From an optimization exercise on the open Yosys and OpenROAD flow, aimed at small area; shortcuts taken in it are not production practice.
Function was checked by simulation only, so behaviour that the tests miss may differ from the original.

run A:
// rx_frontend
module rx_frontend(
  input clk,
  input rst,
  input [5:0] rate,
  input [31:0] frequency,
  input signed [11:0] in_data,
  output reg out_strobe,
  output signed [15:0] out_I,
  output signed [15:0] out_Q
  );
clock: 6.0 ns
lec_check: 0
cap_margin: 20
core_margin: 2
core_utilization: 65
cts_buf_list: sky130_fd_sc_hd__clkbuf_8
cts_cluster_diameter: 80
cts_cluster_size: 16
slew_margin: 20
run.sh (not shown) runs the stock make flow with config.mk's settings and CLKGATE_MAP_FILE= SYNTH_SCRIPT=/design/flow/synth_recipe.tcl, a recipe that flattens the netlist after the stock synthesis.
diff inputs: run A => run B
Settings: CTS_CLUSTER_DIAMETER now 100, was 80; CTS_CLUSTER_SIZE now 24, was 16; CTS_BUF_LIST now sky130_fd_sc_hd__clkbuf_16, was sky130_fd_sc_hd__clkbuf_8; CORE_UTILIZATION now 55, was 65.
Findings:
Looking at count of clock-buffer cells in the layout, run B sits 47 below run A.
Diff run B and run A: worst setup slack higher in run B
> inputs changed (run B -> run C)
Settings: a change of CTS_CLUSTER_DIAMETER from 100 to 80; a change of CTS_BUF_LIST from sky130_fd_sc_hd__clkbuf_16 to sky130_fd_sc_hd__clkbuf_8; a change of CTS_CLUSTER_SIZE from 24 to 16.
Findings:
Share of the synthesized netlist area taken by xor and xnor gates delta (run C -> run B): insignificant
From run C to run B, adder and majority cell fraction of the synthesized area did not move at all.
Any difference in multi-input logic portion of the cell area between run C and run B is small enough to ignore.
Compared run B against run C; sequential cell area within noise.
Between run C and run B, it is run C whose global-route usage is higher, by 0.21 points.
Setup changes, run C to run D
Settings: GPL_TIMING_DRIVEN newly set to 0; CORE_UTILIZATION changed from 55 to 65.
==> notes.md <==
Looking only at number of buffers inserted to repair setup after CTS, and setting everything else aside, the lower value of run C and run D goes to run C. Taking run C as the reference, in run D routed length on met2 grew by 5.8%, clock-buffer cell count shrank by about 6%, final area held steady, data arrival time at the worst-slack endpoint grew by 160 ps.

* * *

Setup of try-amber:
rx_frontend, a different RTL version from the one above (not shown whole).
For scale: about 8,000 cells after synthesis, roughly 1,900 flip-flops, ~85 I/O pins, roughly 89,000 µm² of cells after synthesis.
Settings: LEC_CHECK=0, CAP_MARGIN=5, CORE_MARGIN=2, CORE_UTILIZATION=65, CTS_BUF_LIST=sky130_fd_sc_hd__clkbuf_16, CTS_CLUSTER_DIAMETER=100, CTS_CLUSTER_SIZE=28, PLACE_DENSITY=0.8, SLEW_MARGIN=5; clock period 6.0 ns.
try-amber finished every stage and its layout cleared the timing, DRC and antenna checks.
Setup changes, try-amber to try-violet
-- flow/config.mk --
<<< try-amber, line 8
export CAP_MARGIN = 5
>>> try-violet, line 8
export CAP_MARGIN = 20
<<< try-amber, line 11
export CTS_BUF_LIST = sky130_fd_sc_hd__clkbuf_16
export CTS_CLUSTER_DIAMETER = 100
export CTS_CLUSTER_SIZE = 28
>>> try-violet, line 11
export CTS_BUF_LIST = sky130_fd_sc_hd__clkbuf_8
export CTS_CLUSTER_DIAMETER = 80
export CTS_CLUSTER_SIZE = 16
<<< try-amber, line 15
export SLEW_MARGIN = 5
>>> try-violet, line 15
export SLEW_MARGIN = 20
- In the reports for try-violet and try-amber, the smaller worst hold slack belongs to try-violet.
- Reported for try-violet and try-amber, count of buffers inserted at the top-level ports turned out identical to the last digit.
- Core utilization of the finished layout of try-violet is on par with try-amber.
- In the reports for try-violet and try-amber, the smaller met1 routed wirelength after detailed routing belongs to try-violet.
- Looking at global routing usage on met2 across try-violet and try-amber, the one that comes out higher is try-amber.
- Per the comparison of try-violet with try-amber, first-iteration DRC count went up about 3%, fmax saw a decrease.
- The design area of try-amber and that of try-violet are within noise of each other.
- There was hardly any difference in non-clock buffer count between try-violet and try-amber.
- Of try-violet and try-amber, the run reporting the higher wire length was try-amber.
Here is what was changed in the inputs of try-harbor compared with try-violet.
-- flow/config.mk --
<<< try-violet, line 11
export CTS_BUF_LIST = sky130_fd_sc_hd__clkbuf_8
export CTS_CLUSTER_DIAMETER = 80
export CTS_CLUSTER_SIZE = 16
>>> try-harbor, line 11
export CTS_BUF_LIST = sky130_fd_sc_hd__clkbuf_16
export CTS_CLUSTER_DIAMETER = 100
export CTS_CLUSTER_SIZE = 28
export GPL_ROUTABILITY_DRIVEN = 0
[summary]
- Compared to try-violet, try-harbor has final critical-path share of the clock period 0.47 points lower.
- Comparing number of antenna violations at the first check in global routing for try-violet and try-harbor, the bigger number came from try-violet.
Input-level comparison between try-maple and try-harbor:
-- flow/config.mk --
<<< try-harbor, line 14
export GPL_ROUTABILITY_DRIVEN = 0
>>> try-maple, line 14
Findings:
Taking try-harbor as the reference, in try-maple DRC violation total after the first TritonRoute iteration now smaller, sequential standard cell area comparable.
Changes observed in try-maple relative to try-harbor: design area essentially unchanged, post-synthesis to final-layout area growth essentially unchanged.
Compared with try-harbor, try-maple shows wire length of the first global-routing pass that has gone down slightly.
Final-layout worst hold slack on try-maple is ahead of try-harbor.
Between try-maple and try-harbor, the area taken by multi-input logic gates figures differ only marginally.
Diff try-harbor -> try-maple | share of the clock period used by the worst path after layout | decrease of 1.2 points
Status: non-clock buffer share of cell area parity (try-harbor, try-maple)

* * *

Another version of the RTL of rx_frontend (not shown whole).
For scale: roughly 10000 cells after synthesis, roughly 1900 flip-flops, roughly 85 I/O pins, ~99000 um2 of cells after synthesis.
==> flow/config.mk <==
export PLATFORM = sky130hd
export DESIGN_NAME = rx_frontend
export DESIGN_NICKNAME = rx_frontend
export VERILOG_FILES = /design/flow/design.v
export SDC_FILE = /design/flow/constraint.sdc
export NUM_CORES = 4
export LEC_CHECK = 0
export CAP_MARGIN = 20
export CORE_MARGIN = 2
export CORE_UTILIZATION = 55
export CTS_BUF_LIST = sky130_fd_sc_hd__clkbuf_8
export CTS_CLUSTER_SIZE = 24
export SLEW_MARGIN = 20
==> flow/constraint.sdc <==
create_clock -name core_clock -period 6.0 [get_ports {clk}]
set_input_delay 1.2000 -clock core_clock [delete_from_list [all_inputs] [get_ports {clk}]]
set_output_delay 1.2000 -clock core_clock [all_outputs]
set_load 0.01 [all_outputs]
Next try:
CORE_UTILIZATION = 40   (was 55)
CTS_BUF_LIST = unset   (was sky130_fd_sc_hd__clkbuf_8)
CTS_CLUSTER_SIZE = unset   (was 24)
Result: The changed run finished clean; first-iteration DRC count grows by 14%; via count is about the same; utilization decreases by 16 points.

* * *

job 4742:
Another version of the RTL of rx_frontend (not shown whole).
Size: ~8000 cells after synthesis, roughly 1900 flip-flops, about 85 I/O pins, about 89000 um^2 of cells after synthesis.
==> flow/config.mk <==
export PLATFORM = sky130hd
export DESIGN_NAME = rx_frontend
export DESIGN_NICKNAME = rx_frontend
export VERILOG_FILES = /design/flow/design.v
export SDC_FILE = /design/flow/constraint.sdc
export NUM_CORES = 4
export LEC_CHECK = 0
export CAP_MARGIN = 20
export CORE_MARGIN = 2
export CORE_UTILIZATION = 65
export CTS_BUF_LIST = sky130_fd_sc_hd__clkbuf_8
export CTS_CLUSTER_DIAMETER = 80
export CTS_CLUSTER_SIZE = 16
export SLEW_MARGIN = 20
==> flow/constraint.sdc <==
create_clock -name core_clock -period 6.0 [get_ports {clk}]
set_input_delay 1.2000 -clock core_clock [delete_from_list [all_inputs] [get_ports {clk}]]
set_output_delay 1.2000 -clock core_clock [all_outputs]
set_load 0.01 [all_outputs]
standard.sh (not shown) runs the stock make flow with config.mk's settings and CLKGATE_MAP_FILE= SYNTH_SCRIPT=/design/flow/synth_recipe.tcl, a recipe that flattens the netlist after the stock synthesis.
==> flow/flow/run.sh <==
#!/bin/bash
# The standard layout (the standard.sh, unchanged synthesis, floorplan,
# power grid and placement) with two changes: clock tree synthesis without
# dummy loads, and power recovery (downsizing gates off the critical paths)
# after global routing. Each run's full output goes to its own log here.
set -euo pipefail
bash standard.sh RECOVER_POWER=100 \
  "CTS_ARGS=-sink_clustering_enable -repair_clock_nets -sink_clustering_size 16 -sink_clustering_max_diameter 80 -buf_list sky130_fd_sc_hd__clkbuf_8 -dont_use_dummy_load" \
  finish > standard_flow.log 2>&1
Complete run, failing final checks: job 4742, reason max-capacitance violations, max-slew violations.
Input-level comparison between job 5460 and job 4742:
Settings: swapping 16 for 28 in CTS_CLUSTER_SIZE; swapping 80 for 100 in CTS_CLUSTER_DIAMETER; swapping sky130_fd_sc_hd__clkbuf_8 for sky130_fd_sc_hd__clkbuf_16 in CTS_BUF_LIST.
==> flow/run.sh (new file) <==
#!/bin/bash
# synth_recipe.tcl (not shown) runs the flow's synth.tcl, then flattens the netlist and writes it again
# the make line also repeats each setting of config.mk as NAME=value (left out here)
make -C /OpenROAD-flow-scripts/flow DESIGN_CONFIG=/design/flow/config.mk WORK_HOME=/design/flow/orfs CLKGATE_MAP_FILE= SYNTH_SCRIPT=/design/flow/synth_recipe.tcl finish
removed: flow/flow/run.sh
removed: flow/standard.sh
Findings:
Diff job 4742 -> job 5460 | clock latency reported for the late side of the worst-skew pair | decrease of 0.17 ns. Job 5460 finished every stage and its layout cleared the timing, DRC and antenna checks. Job 5460 against job 4742: global-route wire length before repair held, fraction of the cycle the final worst path needs fell 0.88 points. Diff job 5460..job 4742 | ratio of cells with drive above 1 in the final layout | negligible.
What job 3432 does differently from job 5460 at the input level:
Settings: changing CTS_CLUSTER_DIAMETER from 100 to 80; changing CTS_BUF_LIST from sky130_fd_sc_hd__clkbuf_16 to sky130_fd_sc_hd__clkbuf_8; changing CTS_CLUSTER_SIZE from 28 to 16.
--- outcome ---
Going from job 5460 to job 3432, area occupied by registers did not really move; area growth from synthesis to final layout did not really move. As far as sequential cell count is concerned, job 5460 and job 3432 perform about the same. Compared job 3432 against job 5460; final core utilization within noise. Job 3432 and job 5460 ended up with nearly the same count of fill cells added during filler insertion. Job 5460 reached the final stage; the timing, DRC and antenna checks on its layout passed. Job 3432: full flow OK, the timing, DRC and antenna checks passed. Number of stages on the worst setup path was lower in the run labelled job 5460.
[inputs] job 9615 vs job 3432
Settings: CORE_UTILIZATION: 65 -> 75.
==> comparison <==
Job 9615 ended with every stage complete and zero timing, DRC or antenna violations. Job 3432 reached the final stage; the timing, DRC and antenna checks on its layout passed. In job 9615, sequential portion of the cell area is higher than in job 3432. Per the comparison of job 9615 with job 3432, non-clock buffer count shows a reduction of 2.1%, final standard cell count with taps included and fillers excluded shows a reduction of 268.

static timing again, ports no longer ideal:
The results above use ideal ports. As a check the final layouts listed here were re-extracted and re-timed, cells and wires unchanged. Step 1 assumes that a clkbuf_16 drives the clock port and a buf_2 every other input. Step 2 adds t to the input delays and takes it off the output delays; t is the mean of the earliest and latest rising clock arrival at the registers after step 1. Input paths then give back, and output paths get back, about the clock's delay inside the block. a / b / c = no drivers / after step 1 / after step 2; a / b = the first two.
| run | shift t [ns] | slack for setup (ns) | slew at the worst register clock pin (ns) |
|---|---|---|---|
| run A | 0.957 | 0.297 / 0.297 / 0.297 | 0.11 / 0.11 |
| run B | 0.800 | 0.330 / 0.330 / 0.330 | 0.10 / 0.10 |
| run C | 0.976 | 0.384 / 0.384 / 0.384 | 0.11 / 0.11 |
| run D | 0.941 | 0.227 / 0.227 / 0.227 | 0.11 / 0.11 |
| try-amber | 0.802 | 0.283 / 0.283 / 0.283 | 0.11 / 0.11 |
| try-violet | 0.962 | 0.183 / 0.183 / 0.183 | 0.11 / 0.11 |
| try-harbor | 0.807 | 0.212 / 0.212 / 0.212 | 0.11 / 0.11 |
| try-maple | 0.802 | 0.283 / 0.283 / 0.283 | 0.11 / 0.11 |
| the first run of note 3 | 1.077 | 0.278 / 0.278 / 0.278 | 0.07 / 0.07 |
| the second run of note 3 | 0.914 | 0.253 / 0.253 / 0.253 | 0.07 / 0.07 |
| job 4742 | 0.931 | 0.237 / 0.237 / 0.237 | 0.11 / 0.11 |
| job 5460 | 0.786 | 0.291 / 0.291 / 0.291 | 0.11 / 0.11 |
| job 3432 | 0.988 | 0.308 / 0.308 / 0.308 | 0.11 / 0.11 |
| job 9615 | 0.965 | 0.136 / 0.136 / 0.136 | 0.11 / 0.11 |
